This is an optimization exercise on Yosys and OpenROAD, whose aim is small area, not a production implementation. Function was checked by simulation only, so behaviour that the tests miss may differ from the original. Power is estimated from default activity; no workload was simulated.

==> design.v <==
module key_filter (
    input wire sys_clk,
    input wire sys_rst_n,
    input wire key_in,
    output wire key_hit
);
    localparam [6:0] POL = 7'b1010101;
    localparam [15:0] FB = 16'd12241;
    reg [6:0] t;
    wire [6:0] s = t ^ POL;
    wire clr = key_in | ~sys_rst_n;
    wire fb = FB[{s[6], s[4], s[2], s[0]}];
    wire [6:0] sn = clr ? 7'd0 : {s[5:0], fb};
    always @(posedge sys_clk) t <= sn ^ POL;
    assign key_hit = ((s[6] & s[5] & s[4] & ~s[3] & s[2] & s[1] & s[0]));
endmodule
module rom_ctrl (
    input wire sys_clk,
    input wire sys_rst_n,
    input wire key1_hit,
    input wire key2_hit,
    output reg [1:0] hun,
    output reg [3:0] ten,
    output reg [3:0] unit
);
    localparam [10:0] POL = 11'b01010101010;
    reg addr_flag1, addr_flag2;
    reg [10:0] t;
    wire [10:0] s = t ^ POL;
    wire rst = ~sys_rst_n;
    wire wrap = ((~s[10] & s[9] & ~s[8] & s[7] & s[6] & s[5] & ~s[4] & s[3] & ~s[2] & ~s[1] & s[0]));
    wire [9:0] a = {hun, ten, unit};
    wire at255 = ((a[9] & a[7] & ~a[5] & a[3] & ~a[1]));
    wire u9 = ((unit[3] & ~unit[2] & ~unit[1]));
    wire t9 = ((ten[3] & ~ten[2] & ~ten[1]));
    wire hold = wrap || addr_flag1 || addr_flag2;
    wire [10:0] sn = rst ? 11'd0 : hold ? 11'h400 : {s[9:0], ~(s[10] ^ s[8])};
    always @(posedge sys_clk) t <= sn ^ POL;
    always @(posedge sys_clk) begin
        if (rst) addr_flag1 <= 1'b0;
        else if (key2_hit) addr_flag1 <= 1'b0;
        else if (key1_hit) addr_flag1 <= ~addr_flag1;
    end
    always @(posedge sys_clk) begin
        if (rst) addr_flag2 <= 1'b0;
        else if (key1_hit) addr_flag2 <= 1'b0;
        else if (key2_hit) addr_flag2 <= ~addr_flag2;
    end
    always @(posedge sys_clk) begin
        if (rst || (wrap && at255)) begin
            hun <= 2'b00; ten <= 4'd0; unit <= 4'd0;
        end else if (addr_flag1) begin
            hun <= 2'b00; ten <= 4'd9; unit <= 4'd9;
        end else if (addr_flag2) begin
            hun <= 2'b01; ten <= 4'd9; unit <= 4'd9;
        end else if (wrap) begin
            unit <= u9 ? 4'd0 : {unit[2:0], ~(unit[3] ^ unit[2])};
            if (u9) begin
                ten <= t9 ? 4'd0 : {ten[2:0], ~(ten[3] ^ ten[2])};
                if (t9) hun <= {hun[0], 1'b1};
            end
        end
    end
endmodule
module seg_595_dynamic (
    input wire sys_clk,
    input wire sys_rst_n,
    input wire [1:0] hun,
    input wire [3:0] ten,
    input wire [3:0] unit,
    output wire stcp,
    output wire shcp,
    output reg ds,
    output wire oe
);
    reg [2:0] cnt_8;
    reg [2:0] c7;
    reg [4:0] c25;
    reg [3:0] c11;
    reg [2:0] jsel;
    reg [3:0] nxt;
    reg [3:0] cur;
    wire rst = ~sys_rst_n;
    wire q0 = (cnt_8[1:0] == 2'd0);
    wire tick4 = (cnt_8[1:0] == 2'd3);
    wire tick8 = (cnt_8 == 3'd7);
    wire c25_0 = ((~c25[3] & ~c25[2] & ~c25[1] & ~c25[0]));
    wire c25_24 = ((c25[4] & ~c25[3] & ~c25[1] & ~c25[0]));
    wire c11_10 = ((~c11[2] & c11[1] & ~c11[0]));
    wire c7_0 = ((~c7[2] & ~c7[1] & ~c7[0]));
    wire slot = (cnt_8 == 3'd0) && c25_0;
    wire first = (jsel == 3'd7);
    wire grab = tick4 && c11_10 && ((~c25[4] & ~c25[2]) | (~c25[3] & c25[0]) | (c25[3] & c25[2] & c25[1]));
    assign oe = rst;
    assign shcp = sys_rst_n && (tick4 || (q0 && !first));
    assign stcp = sys_rst_n && (cnt_8 == 3'd0) && c7_0 && !first;
    always @(posedge sys_clk) begin
        if (rst) cnt_8 <= 3'd0;
        else cnt_8 <= cnt_8 + 1'b1;
    end
    always @(posedge sys_clk) begin
        if (rst) c7 <= 3'd0;
        else if (tick8) c7 <= {c7[1:0], ~(c7[2] ^ c7[1])};
    end
    always @(posedge sys_clk) begin
        if (rst) c25 <= 5'd0;
        else if (tick8) c25 <= c25_24 ? 5'd0 : {c25[3:0], ~(c25[4] ^ c25[2])};
    end
    always @(posedge sys_clk) begin
        if (rst) c11 <= 4'd0;
        else if (tick4) c11 <= c11_10 ? 4'd0 : {c11[2:0], ~(c11[3] ^ c11[2])};
    end
    reg [2:0] jnext;
    always @(*) begin
        case (jsel)
            3'd0: jnext = 3'd1;
            3'd1: jnext = 3'd2;
            3'd2: jnext = 3'd3;
            3'd3: jnext = 3'd4;
            3'd4: jnext = 3'd5;
            3'd5: jnext = 3'd0;
            3'd6: jnext = 3'd0;
            3'd7: jnext = 3'd6;
        endcase
    end
    always @(posedge sys_clk) begin
        if (rst) jsel <= 3'd7;
        else if (slot) jsel <= jnext;
    end
    wire hun_nz = hun[0];
    wire ten_nz = |ten;
    wire [3:0] dig = (jnext == 3'd0) ? unit :
                     (jnext == 3'd1) ? ((hun_nz || ten_nz) ? ten : 4'd15) :
                     (jnext == 3'd2) ? (hun_nz ? {2'b00, hun} : 4'd15) : 4'd15;
    always @(posedge sys_clk) begin
        if (grab) nxt <= dig;
    end
    always @(posedge sys_clk) begin
        if (slot) cur <= first ? 4'd0 : nxt;
    end
    wire [6:0] seg;
    assign seg[0] = ((cur[3] & cur[2] & cur[1]) | (~cur[3] & ~cur[1] & cur[0]));
    assign seg[1] = ((cur[3] & ~cur[2] & cur[1]) | (cur[3] & cur[2] & cur[0]));
    assign seg[2] = ((~cur[3] & ~cur[2] & cur[1]) | (cur[3] & cur[2] & cur[1] & cur[0]));
    assign seg[3] = ((cur[1] & ~cur[0]) | (cur[3] & cur[2] & cur[1]) | (~cur[3] & ~cur[1] & cur[0]));
    assign seg[4] = ((cur[2] & cur[1]) | (~cur[1] & cur[0]));
    assign seg[5] = ((~cur[3] & cur[2]) | (~cur[3] & cur[0]) | (cur[2] & cur[1] & cur[0]));
    assign seg[6] = ((~cur[3] & ~cur[1]) | (~cur[3] & ~cur[0]) | (cur[3] & cur[2] & cur[1] & cur[0]));
    wire [5:0] sel = {jsel == 3'd5, jsel == 3'd4, jsel == 3'd3, jsel == 3'd2, jsel == 3'd1, jsel == 3'd0};
    wire [13:0] data = {seg[0], seg[1], seg[2], seg[3], seg[4], seg[5], seg[6],
                        1'b1, sel};
    reg bit_out;
    always @(*) begin
        case ({c7, cnt_8[2]})
            {3'd0, 1'b0}: bit_out = data[0];
            {3'd0, 1'b1}: bit_out = data[1];
            {3'd1, 1'b0}: bit_out = data[2];
            {3'd1, 1'b1}: bit_out = data[3];
            {3'd3, 1'b0}: bit_out = data[4];
            {3'd3, 1'b1}: bit_out = data[5];
            {3'd6, 1'b0}: bit_out = data[6];
            {3'd6, 1'b1}: bit_out = data[7];
            {3'd5, 1'b0}: bit_out = data[8];
            {3'd5, 1'b1}: bit_out = data[9];
            {3'd2, 1'b0}: bit_out = data[10];
            {3'd2, 1'b1}: bit_out = data[11];
            {3'd4, 1'b0}: bit_out = data[12];
            {3'd4, 1'b1}: bit_out = data[13];
            default: bit_out = 1'b0;
        endcase
    end
    always @(posedge sys_clk or negedge sys_rst_n) begin
        if (sys_rst_n == 1'b0) ds <= 1'b0;
        else if (q0) ds <= bit_out;
    end
endmodule
module ROM (
    input wire sys_clk,
    input wire sys_rst_n,
    input wire [1:0] key,
    output wire stcp,
    output wire shcp,
    output wire ds,
    output wire oe
);
    wire key1_hit, key2_hit;
    wire [1:0] a_hun;
    wire [3:0] a_ten, a_unit;
    key_filter key1_filter_inst(.sys_clk(sys_clk), .sys_rst_n(sys_rst_n),
        .key_in(key[0]), .key_hit(key1_hit));
    key_filter key2_filter_inst(.sys_clk(sys_clk), .sys_rst_n(sys_rst_n),
        .key_in(key[1]), .key_hit(key2_hit));
    rom_ctrl rom_ctrl_inst(.sys_clk(sys_clk), .sys_rst_n(sys_rst_n),
        .key1_hit(key1_hit), .key2_hit(key2_hit),
        .hun(a_hun), .ten(a_ten), .unit(a_unit));
    seg_595_dynamic seg_595_dynamic_inst(.sys_clk(sys_clk), .sys_rst_n(sys_rst_n),
        .hun(a_hun), .ten(a_ten), .unit(a_unit),
        .stcp(stcp), .shcp(shcp), .ds(ds), .oe(oe));
endmodule
==> run.sh <==
#!/bin/bash
# synth_recipe.tcl (not shown) runs the flow's synth.tcl, then flattens the netlist and writes it again
# the make line also repeats each setting of config.mk as NAME=value (left out here)
make -C /OpenROAD-flow-scripts/flow DESIGN_CONFIG=/design/flow/config.mk WORK_HOME=/design/flow/orfs CLKGATE_MAP_FILE= SYNTH_SCRIPT=/design/flow/synth_recipe.tcl finish
==> config.mk <==
export PLATFORM = sky130hd
export DESIGN_NAME = ROM
export DESIGN_NICKNAME = ROM
export VERILOG_FILES = /design/flow/design.v
export SDC_FILE = /design/flow/constraint.sdc
export NUM_CORES = 4
export LEC_CHECK = 0
export CAP_MARGIN = 20
export CORE_MARGIN = 2
export CORE_UTILIZATION = 40
export CTS_BUF_LIST = sky130_fd_sc_hd__clkbuf_4
export CTS_CLUSTER_SIZE = 30
export SLEW_MARGIN = 20
==> constraint.sdc <==
create_clock -name core_clock -period 5.0 [get_ports {sys_clk}]
set_input_delay 1.0000 -clock core_clock [delete_from_list [all_inputs] [get_ports {sys_clk}]]
set_output_delay 1.0000 -clock core_clock [all_outputs]
set_load 0.01 [all_outputs]
==> impl_metrics.json, run 1 <==
{
  "crit_start": "sys_rst_n",
  "gp_congestion": 0.796,
  "worst_setup_path_end_kind": "primary output",
  "cp-start-kind": "input pin",
  "yosysWarnings": 3,
  "clkSlewWorstSetupHoldPaths_ns": 0.10,
  "portBuffers": 7,
  "area_growth_pct": 9.11,
  "crit_fanout": 19,
  "hp-class": "reg2reg",
  "routed_wl_um": 5680,
  "slew_violations": 0,
  "crit_path_top_delay_cell": "clkdlybuf4s50_1",
  "wl_per_cell_um": 12.9,
  "cp.buffers_inverters": 5,
  "synth_top_area_cell": "dfxtp_1",
  "critPathMaxStageDelay_ns": 0.54,
  "ys.flop_type": "dfxtp_1",
  "track_usage": 0.148,
  "crit_chain": "clkdlybuf4s50_1 -> buf_4 -> clkinv_1 -> buf_4 -> nor2_1 -> clkdlybuf4s50_1",
  "cts_resized": 0,
  "h-tree-depth": 3,
  "crit_type": "in2out",
  "dr.pass1.iters": 4,
  "clock-root-buffer": "clkbuf_4",
  "synth.avg_cell_area_um2": 9.27,
  "synth_cells": 326,
  "die_h_um": 90.9,
  "drive_gt1_frac": 0.0733,
  "critPathArrivalTime_ns": 2.62,
  "slew_headroom": 0.560,
  "syn_area_um2": 3020,
  "setup_violations": 0,
  "cts_tree": "yes",
  "vias": 2251,
  "fin_worst_skew_ns": 0.0115,
  "placed_cell_area_um2": 3180,
  "synth-edff-count": 8,
  "r2r-start": "seg_595_dynamic_inst.cnt_8[2]",
  "outcome": "complete, no violations",
  "die_area_um2": 8270,
  "vdd_drop_max_mv": 0.149,
  "hold_viol": 0,
  "p_leak_nw": 1.23,
  "rsz0062_at_grt": "no",
  "maxCapViolCount": 0,
  "fin_crit_ns": 3.62,
  "cp.required_ns": 4.00,
  "seq_area_frac_synth": 0.472,
  "power_density_nw_per_um2": 310,
  "antenna_found_initial": 0,
  "clk_latency_ns": 0.40,
  "tns_ns": 0,
  "clock_sinks": 67,
  "syn-num-nets": 344,
  "fin_crit_sh": 0.725,
  "ys_types": 50,
  "postRouteAntennaNets": 0,
  "globalRouteOverflowTotal": 0,
  "crit_family": "buffers and inverters",
  "clockBufferDepth": 2,
  "grt_pass1_wl_um": 9870,
  "vias_per_cell": 5.12,
  "final_area_um2": 3300,
  "power_mw": 1.02,
  "die_w_um": 90.9,
  "nNetsFinal": 354,
  "grt_max_degree": 20,
  "worstMarginPinSlew_ns": 0.658,
  "grt_pass1_vias": 2142,
  "drc": 0,
  "synth_seq_cells": 67,
  "synthTopCellsByArea": "dfxtp_1 (38%), edfxtp_1 (7.9%), ha_1 (5.8%), mux2i_1 (5.6%), nor2_1 (5.3%)",
  "final_cell_mix": "dfxtp_1 (58), nor2_1 (43), nand2_1 (27)",
  "row_count": 31,
  "min-delay-start": "rom_ctrl_inst.t[0]",
  "ctsHoldBuffers": 0,
  "core_area_um2": 7290,
  "hpwl_um": 4030,
  "cts_made_buffers": 9,
  "drt-initial-drc-count": 109,
  "post_cts_buffers": 0,
  "diodes": 0,
  "timing.fmax_mhz": 276,
  "mostFrequentLayoutCell": "dfxtp_1",
  "synth-async-reset-ratio": 0.0149,
  "start_util": 0.415,
  "top_level_ports": 8,
  "synthDominantCellAreaShare": 0.384
}
power by group:
| group | total (mW) | internal, mW | switching [mW] | leakage, nW |
|---|---|---|---|---|
| logic | 0.126 | 0.0592 | 0.0668 | 0.609 |
| clock network | 0.291 | 0.103 | 0.188 | 0.0573 |
| registers | 0.605 | 0.574 | 0.0308 | 0.562 |
synthesized netlist by cell type, types with 2 or more instances:
library cell / count
dfxtp_1: 58
nor2_1: 43
nand2_1: 27
inv_1: 22
a21oi_1: 17
mux2i_1: 17
ha_1: 14
nand3_1: 11
o21ai_0: 11
nand2b_1: 10
edfxtp_1: 8
and2_1: 7
clkbuf_1: 6
nor4b_1: 6
nor2b_1: 5
nor3_1: 5
a22oi_1: 4
o211ai_1: 4
a31oi_1: 3
and3_1: 3
nand4_1: 3
nor4_1: 3
xnor2_1: 3
xor2_1: 3
a211oi_1: 2
a311oi_1: 2
buf_4: 2
mux2_4: 2
nor4bb_1: 2
o22ai_1: 2
o32ai_1: 2
routing by layer:
metal / global-route usage / up-vias / wire length [um]
li1: - / 1161 / -
met1: 0.189 / 1059 / 2800
met2: 0.236 / 24 / 2640
met3: 0.0290 / 7 / 152
met4: 0.0758 / 0 / 80
met5: 0 / - / 0
registers in the layout, summed over array words and instances (netlist names), 4 cells and up:
name                      cells
rom_ctrl_inst.ten             4
seg_595_dynamic_inst.cur      4
seg_595_dynamic_inst.c11      4
rom_ctrl_inst.unit            4
key2_filter_inst.t            7
rom_ctrl_inst.t              11
key1_filter_inst.t            7
seg_595_dynamic_inst.c25      5
seg_595_dynamic_inst.nxt      4
final timing paths:
path	slack, ns	cells past startpoint	to
max	1.38	6	shcp
min	0.39	1	rom_ctrl_inst.t[1]
max reg2reg	2.92	6	seg_595_dynamic_inst.jnext[1]
min reg2reg	0.39	1	rom_ctrl_inst.t[1]
max in group asynchronous	3.93	2	seg_595_dynamic_inst.ds
min in group asynchronous	0.90	2	seg_595_dynamic_inst.ds
cell families (layout without fill, tap and decap cells):
kind of cell    Yosys count  in the layout  share of synthesized area
fa+ha+maj                14             14                     0.0579
flops                    67             67                      0.472
compound gates           53             53                      0.110
buf+inv                  33             48                     0.0443
simple gates            134            134                      0.232
xor+xnor                  6              6                     0.0174
mux                      19             19                     0.0662
cell type report:
cell class	instances	area [um^2]
Inverter	23	86.3
Sequential cell	67	1430
Tap cell	99	124
Clock buffer	10	75.1
Fill cell	758	3990
Timing Repair Buffer	9	85.1
Multi-Input combinational cell	226	1470
Clock inverter	6	32.5
through the flow:
step / utilization / std cells / setup slack [ns] / hold WS (ns)
after global placement: 0.437 / 424 / 1.37 / 0.361
final: 0.452 / 440 / 1.38 / 0.387
after global routing: 0.452 / 440 / 1.27 / 0.401
after floorplan: - / 326 / 2.17 / 0.353
after detailed placement: 0.437 / 424 / 1.34 / 0.365
after CTS: 0.451 / 440 / 1.34 / 0.392
==> run 2: changes to the inputs <==
--- a/config.mk
+++ b/config.mk
@@ -8,6 +8,4 @@
 export CAP_MARGIN = 20
 export CORE_MARGIN = 2
 export CORE_UTILIZATION = 40
-export CTS_BUF_LIST = sky130_fd_sc_hd__clkbuf_4
-export CTS_CLUSTER_SIZE = 30
 export SLEW_MARGIN = 20
==> impl_metrics.json, run 2 <==
{
  "largest_reg_flops": 11,
  "vias": 2252,
  "cp.required_ns": 4.00,
  "cts_tree": "yes",
  "diodes": 0,
  "cts_resized": 0,
  "fin_worst_skew_ns": 0.00631,
  "ctsHoldBuffers": 0,
  "synthDominantCellAreaShare": 0.384,
  "r2r_cells": 6,
  "synth_top_area_cell": "dfxtp_1",
  "clk_latency_ns": 0.35,
  "tns_ns": 0,
  "fillers": 752,
  "synth_cells": 326,
  "postRouteAntennaNets": 0,
  "synth.avg_cell_area_um2": 9.27,
  "top_level_ports": 8,
  "timing.rr.end": "seg_595_dynamic_inst.jnext[1]",
  "fin_crit_ns": 3.63,
  "worst_setup_path_end_kind": "primary output",
  "wl_per_cell_um": 13.0,
  "clockBufferDepth": 2,
  "setup_violations": 0,
  "die_w_um": 90.9,
  "vias_per_cell": 5.12,
  "vdd_drop_max_mv": 0.131,
  "routed.top_layer": "met4",
  "largestRegisters": "rom_ctrl_inst.t x11, key1_filter_inst.t x7, key2_filter_inst.t x7",
  "synth_seq_cells": 67,
  "grt_pass1_wl_um": 10000,
  "slew_violations": 0,
  "hpwl_um": 4030,
  "drc": 0,
  "grt_max_degree": 20,
  "crit_type": "in2out",
  "core_area_um2": 7290,
  "routed_wl_um": 5720,
  "track_usage": 0.151,
  "cp-start-kind": "input pin",
  "fin_crit_sh": 0.726,
  "row_count": 31,
  "synthTopCellsByArea": "dfxtp_1 (38%), edfxtp_1 (7.9%), ha_1 (5.8%), mux2i_1 (5.6%), nor2_1 (5.3%)",
  "ys.flop_type": "dfxtp_1",
  "h-tree-depth": 3,
  "synth-async-reset-ratio": 0.0149,
  "slew_headroom": 0.562,
  "area_growth_pct": 11.5,
  "clkSlewWorstSetupHoldPaths_ns": 0.06,
  "clock_sinks": 67,
  "start_util": 0.415,
  "mostFrequentLayoutCell": "dfxtp_1",
  "dr_wl_met3_um": 160,
  "worstMarginPinSlew_ns": 0.657,
  "drt-initial-drc-count": 137,
  "die_h_um": 90.9,
  "wl_met2_um": 2690,
  "syn-num-nets": 344,
  "die_area_um2": 8270,
  "cts_made_buffers": 9,
  "nNetsFinal": 354,
  "final_cell_mix": "dfxtp_1 (58), nor2_1 (43), nand2_1 (27)",
  "synth-edff-count": 8,
  "top_register": "rom_ctrl_inst.t",
  "timing.fmax_mhz": 276,
  "dr.pass1.iters": 4,
  "critPathArrivalTime_ns": 2.63,
  "grt_pass1_vias": 2179,
  "outcome": "complete, no violations",
  "drive_gt1_frac": 0.0762,
  "maxCapViolCount": 0,
  "crit_fanout": 19,
  "syn_area_um2": 3020,
  "rsz0062_at_grt": "no",
  "power_mw": 1.14,
  "yosysWarnings": 3,
  "portBuffers": 7,
  "hold_viol": 0,
  "clock-root-buffer": "clkbuf_8",
  "min-delay-start": "key2_filter_inst.t[1]",
  "post_cts_buffers": 0,
  "synth_commonest_cells": "dfxtp_1 (58), nor2_1 (43), nand2_1 (27)",
  "min_to": "key2_filter_inst.t[2]",
  "ys_types": 50,
  "seq_area_frac_synth": 0.472,
  "gp_congestion": 0.796,
  "regArea_um2": 1430,
  "globalRouteOverflowTotal": 0,
  "antenna_found_initial": 0,
  "rrSetupSlack_ns": 2.93,
  "r2r-start": "seg_595_dynamic_inst.cnt_8[2]",
  "p_leak_nw": 1.26,
  "power_density_nw_per_um2": 338,
  "multiInputGateArea_um2": 1470,
  "hp-class": "reg2reg",
  "min_path_cells": 1,
  "wl_met1_um": 2740,
  "synth_most_common_cell": "dfxtp_1"
}
-- run 2: cell count changes in the layout (fill, tap and decap cells not counted), sizes merged --
cell / previous run / this run
clkbuf: 10 / 12
clkinv: 5 / 3
-- run 2: worst max path at each step --
stage	startpoint	endpoint	slack, ns
final	sys_rst_n	shcp	1.37
after global routing	sys_rst_n	shcp	1.27
after CTS	sys_rst_n	shcp	1.34
after detailed placement	sys_rst_n	shcp	1.34
after global placement	sys_rst_n	shcp	1.37
after floorplan	sys_rst_n	stcp	2.17
-- run 2: kinds of logic after synthesis --
kind of cell,after synthesis,share of synthesized area
muxes,19,0.0662
and+or+nand+nor,134,0.232
xor gates and xnor gates,6,0.0174
adders and majority gates,14,0.0579
buffers and inverters,33,0.0443
DFF,67,0.472
AOI/OAI and AO/OA,53,0.110
-- run 2: through the flow --
stage                     utilization  std cells  area (um^2)  hold WS [ns]  setup WS (ns)
final                           0.462        440         3370         0.381           1.37
after global routing            0.462        440         3370         0.392           1.27
after CTS                       0.461        440         3360         0.382           1.34
after detailed placement        0.437        424         3180         0.365           1.34
after global placement          0.437        424         3180         0.361           1.37
after floorplan                     -        326         3020         0.353           2.17
-- run 2: layout make-up --
cell class,instances,share of cell area
Clock buffer,12,0.0460
Clock inverter,4,0.00742
Inverter,23,0.0256
Multi-Input combinational cell,226,0.436
Sequential cell,67,0.423
Tap cell,99,0.0367
Timing Repair Buffer,9,0.0252
-- run 2: critical path, cell delays in order --
cell and delay (ns):
clkdlybuf4s50_1 0.45, buf_4 0.22, clkinv_1 0.09, buf_4 0.20, nor2_1 0.12, clkdlybuf4s50_1 0.54
-- run 2: metal layers --
layer / vias up / GRT usage
li1: 1159 / -
met5: - / 0
met1: 1058 / 0.188
met4: 0 / 0.0871
met3: 10 / 0.0290
met2: 25 / 0.243
-- run 2: power breakdown --
| group | total, mW | internal, mW | switching, mW |
|---|---|---|---|
| Combinational | 0.128 | 0.0592 | 0.0687 |
| Sequential | 0.605 | 0.574 | 0.0304 |
| Clock | 0.408 | 0.205 | 0.203 |
| Total | 1.14 | 0.839 | 0.302 |
==> run 3: changes to the inputs <==
--- a/config.mk
+++ b/config.mk
@@ -8,4 +8,6 @@
 export CAP_MARGIN = 20
 export CORE_MARGIN = 2
 export CORE_UTILIZATION = 40
+export CTS_CLUSTER_DIAMETER = 500
+export CTS_CLUSTER_SIZE = 70
 export SLEW_MARGIN = 20
==> impl_metrics.json, run 3 <==
{
  "outcome": "complete, no violations",
  "postRouteAntennaNets": 0,
  "top_level_ports": 8,
  "wl_met1_um": 2740,
  "final_area_um2": 3370,
  "cts_made_buffers": 9,
  "grt_pass1_wl_um": 10000,
  "hold_viol": 0,
  "gp_congestion": 0.796,
  "clkSlewWorstSetupHoldPaths_ns": 0.06,
  "wl_per_cell_um": 13.0,
  "crit_fanout": 19,
  "synth.avg_cell_area_um2": 9.27,
  "row_count": 31,
  "track_usage": 0.151,
  "synth-async-reset-ratio": 0.0149,
  "slew_violations": 0,
  "slew_headroom": 0.562,
  "drt-initial-drc-count": 137,
  "drive_gt1_frac": 0.0762,
  "hpwl_um": 4030,
  "grt_pass1_vias": 2179,
  "post_cts_buffers": 0,
  "cts_tree": "yes",
  "synth_seq_cells": 67,
  "setup_violations": 0,
  "dr.pass1.iters": 4,
  "min_path_cells": 1,
  "power_density_nw_per_um2": 338,
  "cp.required_ns": 4.00,
  "timing.fmax_mhz": 276,
  "fin_crit_ns": 3.63,
  "worstMarginPinSlew_ns": 0.657,
  "min_to": "key2_filter_inst.t[2]",
  "die_area_um2": 8270,
  "vias_per_cell": 5.12,
  "worst_setup_path_end_kind": "primary output",
  "vdd_drop_max_mv": 0.131,
  "hp-class": "reg2reg",
  "fin_worst_skew_ns": 0.00631,
  "synth_top_area_cell": "dfxtp_1",
  "diodes": 0,
  "synthDominantCellAreaShare": 0.384,
  "h-tree-depth": 3,
  "synth_most_common_cell": "dfxtp_1",
  "drc": 0,
  "maxCapViolCount": 0,
  "r2r-start": "seg_595_dynamic_inst.cnt_8[2]",
  "die_w_um": 90.9,
  "synth-adder-area-share": 0.0579,
  "synth_xor_area_frac": 0.0174,
  "p_clk_frac": 0.358,
  "min-delay-start": "key2_filter_inst.t[1]",
  "yosysWarnings": 3,
  "largestRegisters": "rom_ctrl_inst.t x11, key1_filter_inst.t x7, key2_filter_inst.t x7",
  "critPathArrivalTime_ns": 2.63,
  "cp-start-kind": "input pin",
  "fin_util": 0.462,
  "dr_wl_met3_um": 160,
  "timing.rr.end": "seg_595_dynamic_inst.jnext[1]",
  "wl_met2_um": 2690,
  "start_util": 0.415,
  "synth_compound_area_frac": 0.110,
  "switchingPower_uw": 302,
  "p_sw_frac": 0.265,
  "die_h_um": 90.9,
  "synth_mux_area_frac": 0.0662,
  "fin_crit_sh": 0.726,
  "final_cell_mix": "dfxtp_1 (58), nor2_1 (43), nand2_1 (27)",
  "ys.flop_type": "dfxtp_1",
  "syn-num-nets": 344,
  "cts_resized": 0,
  "syn_area_um2": 3020,
  "cellInternalPower_uw": 839,
  "mostFrequentLayoutCell": "dfxtp_1",
  "synth_cells": 326,
  "routed.top_layer": "met4",
  "power_frac_comb": 0.112,
  "clk_latency_ns": 0.35,
  "pwr-share-seq": 0.530,
  "synthSimpleGateAreaFrac": 0.232,
  "clockBufferDepth": 2,
  "synth_commonest_cells": "dfxtp_1 (58), nor2_1 (43), nand2_1 (27)",
  "placed_cell_area_um2": 3180,
  "tns_ns": 0,
  "p_leak_nw": 1.26,
  "r2r_cells": 6,
  "crit_type": "in2out",
  "grt_max_degree": 20,
  "vias": 2252,
  "top_register": "rom_ctrl_inst.t",
  "rrSetupSlack_ns": 2.93,
  "synth_top_family_by_area": "simple AND/OR/NAND/NOR gates",
  "rsz0062_at_grt": "no",
  "ctsHoldBuffers": 0,
  "area_growth_pct": 11.5,
  "core_area_um2": 7290,
  "synth-edff-count": 8,
  "seq_area_frac_synth": 0.472,
  "nNetsFinal": 354,
  "synthTopCellsByArea": "dfxtp_1 (38%), edfxtp_1 (7.9%), ha_1 (5.8%), mux2i_1 (5.6%), nor2_1 (5.3%)",
  "antenna_found_initial": 0,
  "globalRouteOverflowTotal": 0,
  "routed_wl_um": 5720,
  "largest_reg_flops": 11,
  "clock_sinks": 67,
  "clock-root-buffer": "clkbuf_8",
  "ys_types": 50,
  "portBuffers": 7
}
==> run 3: cell counts after synthesis <==
No cell type changed its count.
==> run 3: how the worst max path moves through the flow <==
stage | start | to | slack (ns) | cells after the start
floorplan | sys_rst_n | stcp | 2.17 | 4
global placement | sys_rst_n | shcp | 1.37 | 6
detailed placement | sys_rst_n | shcp | 1.34 | 6
CTS | sys_rst_n | shcp | 1.34 | 6
global route | sys_rst_n | shcp | 1.27 | 6
finish | sys_rst_n | shcp | 1.37 | 6
==> run 3: layout make-up <==
cell class / count / area [um^2]
fill: 752 / 3920
multi-input combinational: 226 / 1470
sequential: 67 / 1430
clock buffer: 12 / 155
tap: 99 / 124
inverter: 23 / 86.3
timing repair buffer: 9 / 85.1
clock inverter: 4 / 25.0
==> run 3: critical path: stages <==
cell and delay, ns:
clkdlybuf4s50_1 0.45, buf_4 0.22, clkinv_1 0.09, buf_4 0.20
nor2_1 0.12, clkdlybuf4s50_1 0.54
==> run 3: logic make-up after synthesis <==
kind of cell | after synthesis
mux | 19
simple gates | 134
flops | 67
fa+ha+maj | 14
xor+xnor | 6
buf+inv | 33
compound gates | 53
==> run 3: metrics by stage <==
step,hold slack [ns],power [mW],worst slack [ns],std cells
floorplan,0.353,0.707,2.17,326
global placement,0.361,0.740,1.37,424
detailed placement,0.365,0.744,1.34,424
CTS,0.382,1.16,1.34,440
global route,0.392,1.20,1.27,440
finish,0.381,1.14,1.37,440
==> run 3: power by group through the flow <==
stage | registers, mW | logic (mW) | clock network (mW)
4_1_cts | 0.605 | 0.129 | 0.422
2_1_floorplan | 0.604 | 0.103 | 0
3_3_place_gp | 0.616 | 0.124 | 0
3_5_place_dp | 0.617 | 0.127 | 0
6_report | 0.605 | 0.128 | 0.408
5_1_grt | 0.610 | 0.147 | 0.444
==> run 3: layer usage <==
layer	vias up	global-route usage
li1	1159	-
met1	1058	0.188
met2	25	0.243
met3	10	0.0290
met4	0	0.0871
met5	-	0
==> run 4: changes to the inputs <==
==> flow/run.sh (new file) <==
#!/bin/bash
# Own layout flow: the standard flow (standard.sh) with two changes.
# 1. Synthesis: the standard synthesis script, with only the ABC mapping
#    script swapped for an area-oriented one (flow/abc_area.script). The
#    registers, their names and cells are those of the standard synthesis.
# 2. Clock tree: clkbuf_4 buffers and no dummy loads, so less clock
#    buffer area (every register still gets the clock through buffers).
# Each step's full output goes to a log file in the work folder.
set -euo pipefail
W=$PWD
F=$W/flow
cat > "$W/area_synth.tcl" <<EOT
proc abc {args} {
  set i [lsearch -exact \$args -script]
  if {\$i >= 0} { lset args [expr {\$i + 1}] $F/abc_area.script }
  yosys abc {*}\$args
}
source $W/synth_recipe.tcl
EOT
CTS="-sink_clustering_enable -repair_clock_nets -dont_use_dummy_load -buf_list sky130_fd_sc_hd__clkbuf_4 -root_buf sky130_fd_sc_hd__clkbuf_4"
bash "$W/standard.sh" synth "SYNTH_SCRIPT=$W/area_synth.tcl" > "$W/synth.log" 2>&1
bash "$W/standard.sh" finish "SYNTH_SCRIPT=$W/area_synth.tcl" "CTS_ARGS=$CTS" > "$W/layout.log" 2>&1
==> flow/abc_area.script (new file) <==
strash
dch
map -a
mfs2
strash
dch
map -a
topo
dnsize
==> standard.sh (new file) <==
#!/bin/bash
# synth_recipe.tcl (not shown) runs the flow's synth.tcl, then flattens the netlist and writes it again
# the make line also repeats each setting of config.mk as NAME=value (left out here)
make -C /OpenROAD-flow-scripts/flow DESIGN_CONFIG=/design/flow/config.mk WORK_HOME=/design/flow/orfs CLKGATE_MAP_FILE= SYNTH_SCRIPT=/design/flow/synth_recipe.tcl "${@:-finish}"
--- a/config.mk
+++ b/config.mk
@@ -8,6 +8,4 @@
 export CAP_MARGIN = 20
 export CORE_MARGIN = 2
 export CORE_UTILIZATION = 40
-export CTS_CLUSTER_DIAMETER = 500
-export CTS_CLUSTER_SIZE = 70
 export SLEW_MARGIN = 20
removed: run.sh
==> impl_metrics.json, run 4 <==
{
  "fin_worst_skew_ns": 0.0442,
  "cts_resized": 0,
  "grt_max_degree": 19,
  "cts_made_buffers": 9,
  "syn-num-nets": 357,
  "slew_violations": 0,
  "synth_seq_cells": 67,
  "ctsHoldBuffers": 0,
  "ys_types": 29,
  "top_register": "rom_ctrl_inst.t",
  "maxCapViolCount": 0,
  "row_count": 30,
  "critPathMaxStageDelay_ns": 0.70,
  "postRouteAntennaNets": 0,
  "routed_wl_um": 4980,
  "synth-async-reset-ratio": 0.0149,
  "worstMarginPinSlew_ns": 0.691,
  "crit_fanout": 11,
  "drive_gt1_frac": 0.0367,
  "p_leak_nw": 1.09,
  "clk_latency_ns": 0.40,
  "ys.flop_type": "dfxtp_1",
  "largestRegisters": "rom_ctrl_inst.t x11, key1_filter_inst.t x7, key2_filter_inst.t x7",
  "pwr-share-seq": 0.624,
  "yosysWarnings": 3,
  "gp_congestion": 0.837,
  "dp_slack_ns": 1.16,
  "hp-class": "reg2reg",
  "hold_viol": 0,
  "clockBufferDepth": 2,
  "cellInternalPower_uw": 708,
  "drt-initial-drc-count": 111,
  "synth_commonest_cells": "dfxtp_1 (58), clkinv_1 (54), nor2_1 (53)",
  "portBuffers": 7,
  "switchingPower_uw": 246,
  "synth_top_area_cell": "dfxtp_1",
  "dr.pass1.iters": 4,
  "die_area_um2": 7630,
  "start_util": 0.411,
  "seq_area_frac_synth": 0.513,
  "fin_crit_sh": 0.765,
  "vias_per_cell": 5.06,
  "clock-root-buffer": "clkbuf_4",
  "h-tree-depth": 3,
  "p_sw_frac": 0.258,
  "worst_setup_path_end_kind": "primary output",
  "wl_per_cell_um": 11.5,
  "globalRouteOverflowTotal": 0,
  "grt_pass1_vias": 2044,
  "area_growth_pct": 8.55,
  "crit_path_top_delay_cell": "clkdlybuf4s50_1",
  "grt_pass1_wl_um": 8850,
  "top_level_ports": 8,
  "tns_ns": 0,
  "syn_area_um2": 2780,
  "core_area_um2": 6760,
  "cts_tree": "yes",
  "die_w_um": 87.4,
  "nNetsFinal": 374,
  "crit_type": "in2out",
  "synth.avg_cell_area_um2": 8.20,
  "timing.fmax_mhz": 261,
  "vdd_drop_max_mv": 0.206,
  "diodes": 0,
  "final_cell_mix": "dfxtp_1 (58), clkinv_1 (54), nor2_1 (53)",
  "post_cts_buffers": 0,
  "critPathArrivalTime_ns": 2.83,
  "cp.required_ns": 4.00,
  "cp-start-kind": "input pin",
  "die_h_um": 87.4,
  "p_clk_frac": 0.250,
  "slew_headroom": 0.534,
  "critPathMostFrequentCell": "clkdlybuf4s50_1",
  "drc": 0,
  "outcome": "complete, no violations",
  "setup_violations": 0,
  "hpwl_um": 3800,
  "power_density_nw_per_um2": 316,
  "rsz0062_at_grt": "no",
  "synthDominantCellAreaShare": 0.418,
  "antenna_found_initial": 0,
  "largest_reg_flops": 11,
  "track_usage": 0.149,
  "fin_crit_ns": 3.83,
  "vias": 2194,
  "mostFrequentLayoutCell": "dfxtp_1",
  "synth_cells": 339,
  "synth-edff-count": 8,
  "clock_sinks": 67,
  "crit_chain": "clkdlybuf4s50_1 -> clkinv_1 -> nor4_1 -> clkdlybuf4s50_1",
  "synth_most_common_cell": "dfxtp_1",
  "setup_slack_ns": 1.17,
  "synthTopCellsByArea": "dfxtp_1 (42%), edfxtp_1 (8.6%), clkinv_1 (7.3%), nor2_1 (7.2%), ha_1 (6.3%)",
  "power_frac_comb": 0.126,
  "clkSlewWorstSetupHoldPaths_ns": 0.09
}
-- run 4: cell count changes after synthesis, moves of 10 or more --
cell	change
a21oi_1	+12
clkinv_1	+53
inv_1	-22
mux2i_1	-17
nand2_1	+19
nand2b_1	-10
nor2_1	+10
o21ai_0	+11
-- run 4: cells by family after synthesis --
| family | after synthesis | synth area share |
|---|---|---|
| buffers and inverters | 56 | 0.0756 |
| xor gates and xnor gates | 3 | 0.00945 |
| and+or+nand+nor | 127 | 0.189 |
| DFF | 67 | 0.513 |
| muxes | 1 | 0.00405 |
| adders and majority gates | 14 | 0.0630 |
| AOI/OAI and AO/OA | 71 | 0.146 |
-- run 4: final cells by class --
type,instances,area [um^2]
fillers,670,3740
flip-flops and latches,67,1430
multi-input cells,216,1140
inverters,54,203
well taps,80,100
repair buffers,8,77.6
clock buffers,9,67.6
-- run 4: metrics by stage --
stage	hold slack, ns	util	power, mW	instance area (um^2)	std cells
2_1_floorplan	0.365	-	0.691	2780	339
5_1_grt	0.398	0.447	1.01	3020	434
4_1_cts	0.393	0.447	0.969	3020	434
6_report	0.393	0.447	0.953	3020	434
3_3_place_gp	0.375	0.437	0.726	2950	425
3_5_place_dp	0.376	0.437	0.729	2950	425
-- run 4: path summary, 6_finish.rpt --
path                                        from                       to  slack (ns)  cells after the start
max in group asynchronous              sys_rst_n  seg_595_dynamic_inst.ds        3.80                      1
min in group asynchronous              sys_rst_n  seg_595_dynamic_inst.ds        0.92                      1
min                        key2_filter_inst.t[5]    key2_filter_inst.t[6]        0.39                      1
max reg2reg                  rom_ctrl_inst.t[10]     rom_ctrl_inst.ten[1]        2.87                     10
min reg2reg                key2_filter_inst.t[5]    key2_filter_inst.t[6]        0.39                      1
max                                    sys_rst_n                     stcp        1.17                      4
-- run 4: critical path, delay by kind of cell --
kind	cells	cell delay, ns
and+or+nand+nor	1	0.36
buffers and inverters	3	1.46
-- run 4: metal layers --
layer | up-vias | global-route usage | routed length [um] | share of wire
met5 | - | 0 | 0 | 0
met4 | 0 | 0.0825 | 80 | 0.016
met3 | 8 | 0.0341 | 110 | 0.022
met2 | 33 | 0.220 | 2180 | 0.44
met1 | 984 | 0.200 | 2610 | 0.52
li1 | 1169 | - | - | -
-- run 4: power by group through the flow --
| stage | registers [mW] | logic (mW) | clock network [mW] |
|---|---|---|---|
| 2_1_floorplan | 0.603 | 0.0881 | 0 |
| 3_3_place_gp | 0.608 | 0.119 | 0 |
| 3_5_place_dp | 0.608 | 0.121 | 0 |
| 4_1_cts | 0.595 | 0.122 | 0.252 |
| 5_1_grt | 0.599 | 0.138 | 0.275 |
| 6_report | 0.595 | 0.120 | 0.238 |
==> run 5: changes to the inputs <==
--- a/design.v
+++ b/design.v
@@ -89,49 +89,49 @@
     wire c11_10 = ((~c11[2] & c11[1] & ~c11[0]));
     wire c7_0 = ((~c7[2] & ~c7[1] & ~c7[0]));
     wire slot = (cnt_8 == 3'd0) && c25_0;
-    wire first = (jsel == 3'd7);
+    wire first = (jsel == 3'd0);
     wire grab = tick4 && c11_10 && ((~c25[4] & ~c25[2]) | (~c25[3] & c25[0]) | (c25[3] & c25[2] & c25[1]));
     assign oe = rst;
-    assign shcp = sys_rst_n && (tick4 || (q0 && !first));
-    assign stcp = sys_rst_n && (cnt_8 == 3'd0) && c7_0 && !first;
-    always @(posedge sys_clk) begin
-        if (rst) cnt_8 <= 3'd0;
+    assign shcp = (tick4 || (q0 && !first));
+    assign stcp = (cnt_8 == 3'd0) && c7_0 && !first;
+    always @(posedge sys_clk or negedge sys_rst_n) begin
+        if (!sys_rst_n) cnt_8 <= 3'd0;
         else cnt_8 <= cnt_8 + 1'b1;
     end
-    always @(posedge sys_clk) begin
-        if (rst) c7 <= 3'd0;
+    always @(posedge sys_clk or negedge sys_rst_n) begin
+        if (!sys_rst_n) c7 <= 3'd0;
         else if (tick8) c7 <= {c7[1:0], ~(c7[2] ^ c7[1])};
     end
-    always @(posedge sys_clk) begin
-        if (rst) c25 <= 5'd0;
+    always @(posedge sys_clk or negedge sys_rst_n) begin
+        if (!sys_rst_n) c25 <= 5'd0;
         else if (tick8) c25 <= c25_24 ? 5'd0 : {c25[3:0], ~(c25[4] ^ c25[2])};
     end
-    always @(posedge sys_clk) begin
-        if (rst) c11 <= 4'd0;
+    always @(posedge sys_clk or negedge sys_rst_n) begin
+        if (!sys_rst_n) c11 <= 4'd0;
         else if (tick4) c11 <= c11_10 ? 4'd0 : {c11[2:0], ~(c11[3] ^ c11[2])};
     end
     reg [2:0] jnext;
     always @(*) begin
         case (jsel)
-            3'd0: jnext = 3'd1;
-            3'd1: jnext = 3'd2;
+            3'd3: jnext = 3'd7;
+            3'd7: jnext = 3'd5;
+            3'd5: jnext = 3'd4;
+            3'd4: jnext = 3'd1;
+            3'd1: jnext = 3'd6;
+            3'd6: jnext = 3'd3;
             3'd2: jnext = 3'd3;
-            3'd3: jnext = 3'd4;
-            3'd4: jnext = 3'd5;
-            3'd5: jnext = 3'd0;
-            3'd6: jnext = 3'd0;
-            3'd7: jnext = 3'd6;
+            3'd0: jnext = 3'd2;
         endcase
     end
-    always @(posedge sys_clk) begin
-        if (rst) jsel <= 3'd7;
+    always @(posedge sys_clk or negedge sys_rst_n) begin
+        if (!sys_rst_n) jsel <= 3'd0;
         else if (slot) jsel <= jnext;
     end
     wire hun_nz = hun[0];
     wire ten_nz = |ten;
-    wire [3:0] dig = (jnext == 3'd0) ? unit :
-                     (jnext == 3'd1) ? ((hun_nz || ten_nz) ? ten : 4'd15) :
-                     (jnext == 3'd2) ? (hun_nz ? {2'b00, hun} : 4'd15) : 4'd15;
+    wire [3:0] dig = (jnext == 3'd3) ? unit :
+                     (jnext == 3'd7) ? ((hun_nz || ten_nz) ? ten : 4'd5) :
+                     (jnext == 3'd5) ? (hun_nz ? (hun[1] ? 4'd3 : 4'd1) : 4'd5) : 4'd5;
     always @(posedge sys_clk) begin
         if (grab) nxt <= dig;
     end
@@ -140,13 +140,13 @@
     end
     wire [6:0] seg;
     assign seg[0] = ((cur[3] & cur[2] & cur[1]) | (~cur[3] & ~cur[1] & cur[0]));
-    assign seg[1] = ((cur[3] & ~cur[2] & cur[1]) | (cur[3] & cur[2] & cur[0]));
-    assign seg[2] = ((~cur[3] & ~cur[2] & cur[1]) | (cur[3] & cur[2] & cur[1] & cur[0]));
-    assign seg[3] = ((cur[1] & ~cur[0]) | (cur[3] & cur[2] & cur[1]) | (~cur[3] & ~cur[1] & cur[0]));
+    assign seg[1] = ((cur[3] & ~cur[2] & cur[1]) | (cur[2] & ~cur[1] & cur[0]));
+    assign seg[2] = ((~cur[3] & cur[2] & ~cur[1]) | (~cur[3] & ~cur[2] & cur[1]));
+    assign seg[3] = ((cur[1] & ~cur[0]) | (~cur[3] & ~cur[1] & cur[0]));
     assign seg[4] = ((cur[2] & cur[1]) | (~cur[1] & cur[0]));
-    assign seg[5] = ((~cur[3] & cur[2]) | (~cur[3] & cur[0]) | (cur[2] & cur[1] & cur[0]));
-    assign seg[6] = ((~cur[3] & ~cur[1]) | (~cur[3] & ~cur[0]) | (cur[3] & cur[2] & cur[1] & cur[0]));
-    wire [5:0] sel = {jsel == 3'd5, jsel == 3'd4, jsel == 3'd3, jsel == 3'd2, jsel == 3'd1, jsel == 3'd0};
+    assign seg[5] = ((~cur[3] & cur[2]) | (~cur[3] & cur[0]));
+    assign seg[6] = ((~cur[3] & ~cur[1]) | (~cur[3] & ~cur[0]));
+    wire [5:0] sel = {jsel == 3'd6, jsel == 3'd1, jsel == 3'd4, jsel == 3'd5, jsel == 3'd7, jsel == 3'd3};
     wire [13:0] data = {seg[0], seg[1], seg[2], seg[3], seg[4], seg[5], seg[6],
                         1'b1, sel};
     reg bit_out;
--- a/flow/run.sh
+++ b/flow/run.sh
@@ -5,6 +5,8 @@
 #    registers, their names and cells are those of the standard synthesis.
 # 2. Clock tree: clkbuf_4 buffers and no dummy loads, so less clock
 #    buffer area (every register still gets the clock through buffers).
+# 3. Port buffers: every input and output port still gets a buffer, of the
+#    smallest buffer cell (buf_1) instead of the default choice.
 # Each step's full output goes to a log file in the work folder.
 set -euo pipefail
 W=$PWD
@@ -19,4 +21,4 @@
 EOT
 CTS="-sink_clustering_enable -repair_clock_nets -dont_use_dummy_load -buf_list sky130_fd_sc_hd__clkbuf_4 -root_buf sky130_fd_sc_hd__clkbuf_4"
 bash "$W/standard.sh" synth "SYNTH_SCRIPT=$W/area_synth.tcl" > "$W/synth.log" 2>&1
-bash "$W/standard.sh" finish "SYNTH_SCRIPT=$W/area_synth.tcl" "CTS_ARGS=$CTS" > "$W/layout.log" 2>&1
+bash "$W/standard.sh" finish "SYNTH_SCRIPT=$W/area_synth.tcl" "CTS_ARGS=$CTS" "BUFFER_PORTS_ARGS=-buffer_cell sky130_fd_sc_hd__buf_1" > "$W/layout.log" 2>&1
==> impl_metrics.json, run 5 <==
{
  "outcome": "complete, no violations",
  "drt-initial-drc-count": 40,
  "cts_resized": 0,
  "cellInternalPower_uw": 612,
  "cts_tree": "yes",
  "slew_headroom": 0.673,
  "drive_gt1_frac": 0.0431,
  "p_clk_frac": 0.300,
  "fillers": 622,
  "diodes": 0,
  "vias": 2047,
  "final_cell_mix": "clkinv_1 (53), nand2_1 (45), dfxtp_1 (37)",
  "synth_most_common_cell": "clkinv_1",
  "synth_seq_cells": 64,
  "grt_max_degree": 22,
  "portBuffers": 7,
  "vias_per_cell": 5.09,
  "yosysWarnings": 3,
  "hpwl_um": 3560,
  "multiInputGateArea_um2": 1040,
  "globalRouteOverflowTotal": 0,
  "switchingPower_uw": 161,
  "crit_type": "reg2out",
  "nNetsFinal": 343,
  "crit_start": "seg_595_dynamic_inst.cnt_8[0]",
  "synth_commonest_cells": "clkinv_1 (53), nand2_1 (45), dfxtp_1 (37)",
  "power_density_nw_per_um2": 267,
  "routed_wl_um": 4690,
  "critPathArrivalTime_ns": 1.79,
  "clk_latency_ns": 0.40,
  "fin_worst_skew_ns": 0.0292,
  "clockBufferDepth": 2,
  "start_util": 0.419,
  "synth_cells": 307,
  "p_leak_nw": 1.05,
  "track_usage": 0.143,
  "syn_area_um2": 2690,
  "maxCapViolCount": 0,
  "power_frac_comb": 0.019,
  "clock-root-buffer": "clkbuf_4",
  "p_sw_frac": 0.209,
  "synth.avg_cell_area_um2": 8.77,
  "fin_crit_ns": 2.79,
  "synth-async-reset-ratio": 0.297,
  "cp.required_ns": 4.00,
  "post_cts_buffers": 0,
  "drc": 0,
  "cp-start-kind": "register",
  "top_level_ports": 8,
  "timing.fmax_mhz": 358,
  "regArea_um2": 1460,
  "synth_top_area_cell": "dfxtp_1",
  "ys.flop_type": "dfxtp_1",
  "postRouteAntennaNets": 0,
  "h-tree-depth": 3,
  "synthDominantCellAreaShare": 0.275,
  "worstMarginPinSlew_ns": 0.487,
  "seq_area_frac_synth": 0.541,
  "crit_fanout": 3,
  "r2r-start": "rom_ctrl_inst.t[10]",
  "synthTopCellsByArea": "dfxtp_1 (27%), dfrtp_1 (18%), edfxtp_1 (8.9%), clkinv_1 (7.4%), nand2_1 (6.3%)",
  "wl_per_cell_um": 11.7,
  "setup_violations": 0,
  "ctsHoldBuffers": 0,
  "die_h_um": 86.1,
  "placed_cell_area_um2": 2830,
  "die_area_um2": 7410,
  "worst_setup_path_end_kind": "primary output",
  "fin_util": 0.451,
  "grt_pass1_wl_um": 8230,
  "clock_sinks": 64,
  "final_area_um2": 2900,
  "slew_violations": 0,
  "rsz0062_at_grt": "no",
  "largest_reg_flops": 11,
  "pwr-share-seq": 0.681,
  "row_count": 29,
  "synth-edff-count": 8,
  "min-delay-start": "key1_filter_inst.t[1]",
  "mostFrequentLayoutCell": "clkinv_1",
  "area_growth_pct": 7.62,
  "grt_pass1_vias": 1891,
  "tns_ns": 0,
  "die_w_um": 86.1,
  "dr.pass1.iters": 4,
  "power_uw": 773,
  "largestRegisters": "rom_ctrl_inst.t x11, key1_filter_inst.t x7, key2_filter_inst.t x7",
  "hp-class": "reg2reg",
  "fin_crit_sh": 0.559,
  "hold_viol": 0,
  "antenna_found_initial": 0,
  "clkSlewWorstSetupHoldPaths_ns": 0.11,
  "core_area_um2": 6420,
  "gp_congestion": 0.813,
  "ys_types": 30,
  "cts_made_buffers": 9,
  "top_register": "rom_ctrl_inst.t",
  "vdd_drop_max_mv": 0.156,
  "syn-num-nets": 323
}
run 5: cell types whose count changed in the layout (fill, tap and decap cells not counted), sizes merged, moves of 2 or more:
cell	delta
dfxtp	-21
nor2	-21
dfrtp	+18
a21oi	-8
buf	+8
clkdlybuf4s50	-7
o21ai	-4
o22ai	+4
ha	-2
nor4	-2
o31ai	+2
run 5: critical path, cell delays in order, from the launching register on:
cell	delay, ns
dfrtp_1	0.40
clkinv_1	0.07
ha_1	0.22
clkinv_1	0.10
or2_2	0.32
nor3_1	0.13
buf_1	0.17
run 5: worst paths after layout:
| kind | to | depth (start not counted) | slack, ns |
|---|---|---|---|
| max reg2reg | rom_ctrl_inst.hun[0] | 8 | 2.97 |
| min reg2reg | key1_filter_inst.t[2] | 1 | 0.38 |
| min | key1_filter_inst.t[2] | 1 | 0.38 |
| max | stcp | 6 | 2.21 |
| max in group asynchronous | seg_595_dynamic_inst.c11[1] | 2 | 4.22 |
| min in group asynchronous | seg_595_dynamic_inst.c11[2] | 2 | 0.55 |
run 5: cell families (layout without fill, tap and decap cells):
family,Yosys count,after routing,share of synthesized area
simple gates,108,108,0.171
buf+inv,53,71,0.0739
xor+xnor,3,3,0.00976
flops,64,64,0.541
compound gates,67,67,0.149
fa+ha+maj,12,12,0.0557
run 5: cell type report:
class | instances | area share
multi-input cells | 190 | 0.358
inverters | 53 | 0.0686
well taps | 77 | 0.0332
repair buffers | 9 | 0.0142
flip-flops and latches | 64 | 0.502
clock buffers | 9 | 0.0233
run 5: metal layers:
metal / up-vias / GRT usage / share of wire / wire length [um]
met5: - / 0 / 0 / 0
met4: 0 / 0.0678 / 0.025 / 115
met3: 11 / 0.0558 / 0.031 / 145
met2: 24 / 0.218 / 0.45 / 2130
met1: 933 / 0.178 / 0.49 / 2300
li1: 1079 / - / - / -
run 5: per-stage QoR:
| step | hold slack [ns] | instances | worst slack [ns] |
|---|---|---|---|
| finish | 0.379 | 402 | 2.21 |
| global route | 0.389 | 402 | 2.03 |
| CTS | 0.381 | 402 | 2.15 |
| detailed placement | 0.376 | 393 | 2.15 |
| global placement | 0.374 | 393 | 2.17 |
| floorplan | 0.361 | 307 | 2.78 |
run 5: power by group through the flow:
stage	registers [mW]	clock network [mW]	logic, mW
global route	0.526	0.265	0.0178
CTS	0.526	0.242	0.0157
floorplan	0.537	0	0.00851
detailed placement	0.537	0	0.0157
global placement	0.537	0	0.0153
finish	0.526	0.232	0.0151
==> run 6: changes to the inputs <==
--- a/design.v
+++ b/design.v
@@ -30,9 +30,9 @@
     wire rst = ~sys_rst_n;
     wire wrap = ((~s[10] & s[9] & ~s[8] & s[7] & s[6] & s[5] & ~s[4] & s[3] & ~s[2] & ~s[1] & s[0]));
     wire [9:0] a = {hun, ten, unit};
-    wire at255 = ((a[9] & a[7] & ~a[5] & a[3] & ~a[1]));
-    wire u9 = ((unit[3] & ~unit[2] & ~unit[1]));
-    wire t9 = ((ten[3] & ~ten[2] & ~ten[1]));
+    wire at255 = ((a[9] & a[6] & ~a[4] & a[2] & ~a[0]));
+    wire u9 = ((unit[3] & unit[2]));
+    wire t9 = ((ten[3] & ten[2]));
     wire hold = wrap || addr_flag1 || addr_flag2;
     wire [10:0] sn = rst ? 11'd0 : hold ? 11'h400 : {s[9:0], ~(s[10] ^ s[8])};
     always @(posedge sys_clk) t <= sn ^ POL;
@@ -50,13 +50,13 @@
         if (rst || (wrap && at255)) begin
             hun <= 2'b00; ten <= 4'd0; unit <= 4'd0;
         end else if (addr_flag1) begin
-            hun <= 2'b00; ten <= 4'd9; unit <= 4'd9;
+            hun <= 2'b00; ten <= 4'd13; unit <= 4'd13;
         end else if (addr_flag2) begin
-            hun <= 2'b01; ten <= 4'd9; unit <= 4'd9;
+            hun <= 2'b01; ten <= 4'd13; unit <= 4'd13;
         end else if (wrap) begin
-            unit <= u9 ? 4'd0 : {unit[2:0], ~(unit[3] ^ unit[2])};
+            unit <= u9 ? 4'd0 : {unit[2:0], ~(unit[3] ^ unit[0])};
             if (u9) begin
-                ten <= t9 ? 4'd0 : {ten[2:0], ~(ten[3] ^ ten[2])};
+                ten <= t9 ? 4'd0 : {ten[2:0], ~(ten[3] ^ ten[0])};
                 if (t9) hun <= {hun[0], 1'b1};
             end
         end
@@ -89,7 +89,7 @@
     wire c11_10 = ((~c11[2] & c11[1] & ~c11[0]));
     wire c7_0 = ((~c7[2] & ~c7[1] & ~c7[0]));
     wire slot = (cnt_8 == 3'd0) && c25_0;
-    wire first = (jsel == 3'd0);
+    wire first = (jsel == 3'd6);
     wire grab = tick4 && c11_10 && ((~c25[4] & ~c25[2]) | (~c25[3] & c25[0]) | (c25[3] & c25[2] & c25[1]));
     assign oe = rst;
     assign shcp = (tick4 || (q0 && !first));
@@ -102,36 +102,36 @@
         if (!sys_rst_n) c7 <= 3'd0;
         else if (tick8) c7 <= {c7[1:0], ~(c7[2] ^ c7[1])};
     end
-    always @(posedge sys_clk or negedge sys_rst_n) begin
+    always @(posedge sys_clk) begin
         if (!sys_rst_n) c25 <= 5'd0;
         else if (tick8) c25 <= c25_24 ? 5'd0 : {c25[3:0], ~(c25[4] ^ c25[2])};
     end
-    always @(posedge sys_clk or negedge sys_rst_n) begin
+    always @(posedge sys_clk) begin
         if (!sys_rst_n) c11 <= 4'd0;
         else if (tick4) c11 <= c11_10 ? 4'd0 : {c11[2:0], ~(c11[3] ^ c11[2])};
     end
     reg [2:0] jnext;
     always @(*) begin
         case (jsel)
-            3'd3: jnext = 3'd7;
-            3'd7: jnext = 3'd5;
-            3'd5: jnext = 3'd4;
-            3'd4: jnext = 3'd1;
-            3'd1: jnext = 3'd6;
-            3'd6: jnext = 3'd3;
-            3'd2: jnext = 3'd3;
-            3'd0: jnext = 3'd2;
+            3'd4: jnext = 3'd0;
+            3'd0: jnext = 3'd5;
+            3'd5: jnext = 3'd1;
+            3'd1: jnext = 3'd7;
+            3'd7: jnext = 3'd3;
+            3'd3: jnext = 3'd4;
+            3'd2: jnext = 3'd4;
+            3'd6: jnext = 3'd2;
         endcase
     end
     always @(posedge sys_clk or negedge sys_rst_n) begin
-        if (!sys_rst_n) jsel <= 3'd0;
+        if (!sys_rst_n) jsel <= 3'd6;
         else if (slot) jsel <= jnext;
     end
     wire hun_nz = hun[0];
-    wire ten_nz = |ten;
-    wire [3:0] dig = (jnext == 3'd3) ? unit :
-                     (jnext == 3'd7) ? ((hun_nz || ten_nz) ? ten : 4'd5) :
-                     (jnext == 3'd5) ? (hun_nz ? (hun[1] ? 4'd3 : 4'd1) : 4'd5) : 4'd5;
+    wire ten_nz = ~((~ten[2] & ~ten[1] & ~ten[0]));
+    wire [3:0] dig = (jnext == 3'd4) ? unit :
+                     (jnext == 3'd0) ? ((hun_nz || ten_nz) ? ten : 4'd15) :
+                     (jnext == 3'd5) ? (hun_nz ? (hun[1] ? 4'd2 : 4'd1) : 4'd15) : 4'd15;
     always @(posedge sys_clk) begin
         if (grab) nxt <= dig;
     end
@@ -139,14 +139,14 @@
         if (slot) cur <= first ? 4'd0 : nxt;
     end
     wire [6:0] seg;
-    assign seg[0] = ((cur[3] & cur[2] & cur[1]) | (~cur[3] & ~cur[1] & cur[0]));
-    assign seg[1] = ((cur[3] & ~cur[2] & cur[1]) | (cur[2] & ~cur[1] & cur[0]));
-    assign seg[2] = ((~cur[3] & cur[2] & ~cur[1]) | (~cur[3] & ~cur[2] & cur[1]));
-    assign seg[3] = ((cur[1] & ~cur[0]) | (~cur[3] & ~cur[1] & cur[0]));
-    assign seg[4] = ((cur[2] & cur[1]) | (~cur[1] & cur[0]));
-    assign seg[5] = ((~cur[3] & cur[2]) | (~cur[3] & cur[0]));
-    assign seg[6] = ((~cur[3] & ~cur[1]) | (~cur[3] & ~cur[0]));
-    wire [5:0] sel = {jsel == 3'd6, jsel == 3'd1, jsel == 3'd4, jsel == 3'd5, jsel == 3'd7, jsel == 3'd3};
+    assign seg[0] = ((cur[3] & cur[1]) | (~cur[3] & ~cur[2] & ~cur[1] & cur[0]));
+    assign seg[1] = ((cur[3] & ~cur[2] & ~cur[1]) | (cur[3] & cur[2] & cur[1]) | (cur[2] & ~cur[1] & ~cur[0]));
+    assign seg[2] = ((cur[3] & cur[2] & cur[1]) | (~cur[3] & ~cur[2] & cur[1] & ~cur[0]));
+    assign seg[3] = ((cur[3] & cur[1]) | (~cur[3] & ~cur[2] & cur[0]));
+    assign seg[4] = ((cur[2] & ~cur[1]) | (cur[3] & cur[1]) | (~cur[3] & cur[0]));
+    assign seg[5] = ((~cur[3] & cur[0]) | (cur[1] & cur[0]) | (~cur[3] & ~cur[2] & cur[1]));
+    assign seg[6] = ((cur[1] & cur[0]) | (~cur[3] & ~cur[2] & ~cur[1]));
+    wire [5:0] sel = {jsel == 3'd3, jsel == 3'd7, jsel == 3'd1, jsel == 3'd5, jsel == 3'd0, jsel == 3'd4};
     wire [13:0] data = {seg[0], seg[1], seg[2], seg[3], seg[4], seg[5], seg[6],
                         1'b1, sel};
     reg bit_out;
==> flow/abc_area.script (replaced) <==
strash
dch
map -a
mfs2 -W 4 -M 5000
strash
dch
map -a
mfs2 -W 4
strash
dch -f
map -a
topo
dnsize
==> impl_metrics.json, run 6 <==
{
  "dr.pass1.iters": 4,
  "cts_resized": 0,
  "drive_gt1_frac": 0.0480,
  "top_level_ports": 8,
  "min_path_cells": 1,
  "synth_seq_cells": 64,
  "globalRouteOverflowTotal": 0,
  "postRouteAntennaNets": 0,
  "fin_crit_ns": 2.96,
  "synth_most_common_cell": "clkinv_1",
  "synthDominantCellAreaShare": 0.351,
  "synth_mux_area_frac": 0,
  "multiInputGateArea_um2": 1030,
  "crit_type": "reg2out",
  "hpwl_um": 3590,
  "wl_per_cell_um": 11.7,
  "hp-class": "reg2reg",
  "synth-adder-area-share": 0.0381,
  "synthSimpleGateAreaFrac": 0.178,
  "portBuffers": 7,
  "ys_types": 26,
  "vias_per_cell": 4.99,
  "tns_ns": 0,
  "outcome": "complete, no violations",
  "antenna_found_initial": 0,
  "nNetsFinal": 347,
  "clk_latency_ns": 0.40,
  "grt_pass1_vias": 1972,
  "slew_violations": 0,
  "cts_made_buffers": 9,
  "power_density_nw_per_um2": 290,
  "critPathArrivalTime_ns": 1.96,
  "row_count": 29,
  "worstMarginPinSlew_ns": 0.670,
  "setup_violations": 0,
  "synth-edff-count": 8,
  "drc": 0,
  "fin_util": 0.447,
  "cp-start-kind": "register",
  "diodes": 0,
  "largest_reg_flops": 11,
  "clockBufferDepth": 2,
  "synth_xor_area_frac": 0.00667,
  "synth_top_area_cell": "dfxtp_1",
  "synth.avg_cell_area_um2": 8.34,
  "timing.fmax_mhz": 338,
  "ctsHoldBuffers": 0,
  "vdd_drop_max_mv": 0.151,
  "drt-initial-drc-count": 113,
  "fillers": 650,
  "worst_setup_path_end_kind": "primary output",
  "clock_sinks": 64,
  "track_usage": 0.152,
  "crit_fanout": 8,
  "slew_headroom": 0.548,
  "yosysWarnings": 3,
  "gp_congestion": 0.837,
  "area_growth_pct": 8.05,
  "die_w_um": 85.0,
  "top_register": "rom_ctrl_inst.t",
  "rsz0062_at_grt": "no",
  "fin_worst_skew_ns": 0.0300,
  "r2r_cells": 9,
  "synth_commonest_cells": "clkinv_1 (50), dfxtp_1 (46), nand2_1 (45)",
  "die_h_um": 85.0,
  "clock-root-buffer": "clkbuf_4",
  "cp.required_ns": 4.00,
  "final_cell_mix": "clkinv_1 (50), dfxtp_1 (46), nand2_1 (45)",
  "syn_area_um2": 2630,
  "seq_area_frac_synth": 0.538,
  "synth-async-reset-ratio": 0.156,
  "clkSlewWorstSetupHoldPaths_ns": 0.11,
  "hold_viol": 0,
  "syn-num-nets": 327,
  "grt_max_degree": 18,
  "routed_wl_um": 4810,
  "cts_tree": "yes",
  "grt_pass1_wl_um": 8740,
  "maxCapViolCount": 0,
  "post_cts_buffers": 0,
  "largestRegisters": "rom_ctrl_inst.t x11, key1_filter_inst.t x7, key2_filter_inst.t x7",
  "p_leak_nw": 1.01,
  "mostFrequentLayoutCell": "clkinv_1",
  "ys.flop_type": "dfxtp_1",
  "start_util": 0.414,
  "fin_crit_sh": 0.591,
  "power_uw": 822,
  "h-tree-depth": 3,
  "synth_cells": 315,
  "regArea_um2": 1410,
  "synth_top_family_by_area": "simple AND/OR/NAND/NOR gates",
  "synth_compound_area_frac": 0.167,
  "vias": 2047,
  "die_area_um2": 7230,
  "core_area_um2": 6350,
  "synthTopCellsByArea": "dfxtp_1 (35%), edfxtp_1 (9.1%), dfrtp_1 (7.6%), clkinv_1 (7.1%), nand2_1 (6.4%)"
}
run 6: cell types whose count changed after synthesis, moves of 3 or more:
cell	previous run	this run
o311ai_0	0	4
clkinv_1	53	50
a22oi_1	4	0
dfxtp_1	37	46
dfrtp_1	19	8
nor2_1	32	43
a21oi_1	21	31
ha_1	12	8
nor3_1	11	7
o22ai_1	7	1
o21ai_0	18	28
run 6: final cells by class:
cell class	count	area share
flip-flops and latches	64	0.498
multi-input cells	201	0.363
inverters	50	0.0661
well taps	77	0.0340
clock buffers	9	0.0238
repair buffers	9	0.0146
run 6: stage by stage:
stage	setup slack, ns	area, um^2	hold slack, ns	instances
2_1_floorplan	2.69	2630	0.361	315
3_3_place_gp	2.12	2760	0.371	401
3_5_place_dp	2.09	2760	0.378	401
4_1_cts	1.97	2830	0.371	410
5_1_grt	1.81	2840	0.388	410
6_report	2.04	2840	0.362	410
run 6: path summary, 6_finish.rpt:
path | start | end | slack [ns]
worst max-delay path | seg_595_dynamic_inst.jsel[1] | stcp | 2.04
worst min-delay path | rom_ctrl_inst.t[0] | rom_ctrl_inst.t[1] | 0.36
worst max register to register | seg_595_dynamic_inst.cnt_8[0] | seg_595_dynamic_inst.jsel[1] | 2.92
worst min register to register | rom_ctrl_inst.t[0] | rom_ctrl_inst.t[1] | 0.36
max in group asynchronous | sys_rst_n | seg_595_dynamic_inst.jsel[2] | 4.20
min in group asynchronous | sys_rst_n | seg_595_dynamic_inst.c7[2] | 0.54
run 6: per-layer routing:
metal	wire, um	share of wire	GRT usage
met5	0	0	0
met4	65	0.014	0.0563
met3	176	0.037	0.0584
met2	2280	0.47	0.250
met1	2280	0.48	0.181
run 6: kinds of logic after synthesis:
kind of cell               after synthesis
AOI/OAI and AO/OA                       78
xor gates and xnor gates                 2
adders and majority gates                8
buffers and inverters                   50
DFF                                     64
and+or+nand+nor                        113
run 6: worst max-delay path, stage by stage (launching register included):
cell,delay [ns]
dfstp_2,0.60
clkinv_1,0.11
nor3_1,0.46
or2_2,0.22
nor4_1,0.05
buf_1,0.14
run 6: power by group:
part | switching, mW | internal [mW] | leakage (nW) | total [mW]
registers | 0.0135 | 0.536 | 0.563 | 0.549
clock network | 0.149 | 0.0836 | 0.0414 | 0.232
logic | 0.0264 | 0.0145 | 0.401 | 0.0409

## static timing again, ports no longer ideal
In the flow no input, the clock included, has a driving cell. The finished layouts below were timed again as built, in two steps. Step 1 (the two cells are an assumption about what drives the block):
set clk [get_ports {sys_clk}]
set_driving_cell -lib_cell sky130_fd_sc_hd__clkbuf_16 $clk
set_driving_cell -lib_cell sky130_fd_sc_hd__buf_2 [delete_from_list [all_inputs] $clk]
Step 2 moves the port delays by t, midway between the first and last clock arrival at a register: inputs arrive t later, outputs are due t later. That takes back most of the time a late clock gives input paths. Three values: no drivers, after step 1, after step 2; two values: the first two.
run | t (ns) | setup slack, ns | clock arrival spread, ns | cell pins on the clock port's net
run 1 | 0.421 | 1.377 / 1.347 / 1.347 | 0.011 / 0.011 | 1
run 2 | 0.371 | 1.372 / 1.342 / 1.342 | 0.007 / 0.007 | 1
run 3 | 0.371 | 1.372 / 1.342 / 1.342 | 0.007 / 0.007 | 1
run 4 | 0.403 | 1.174 / 1.151 / 1.151 | 0.045 / 0.045 | 1
run 5 | 0.409 | 2.207 / 2.179 / 2.180 | 0.033 / 0.033 | 1
run 6 | 0.408 | 2.043 / 2.016 / 2.121 | 0.030 / 0.031 | 1
After both steps setup and hold are still met in every run listed.
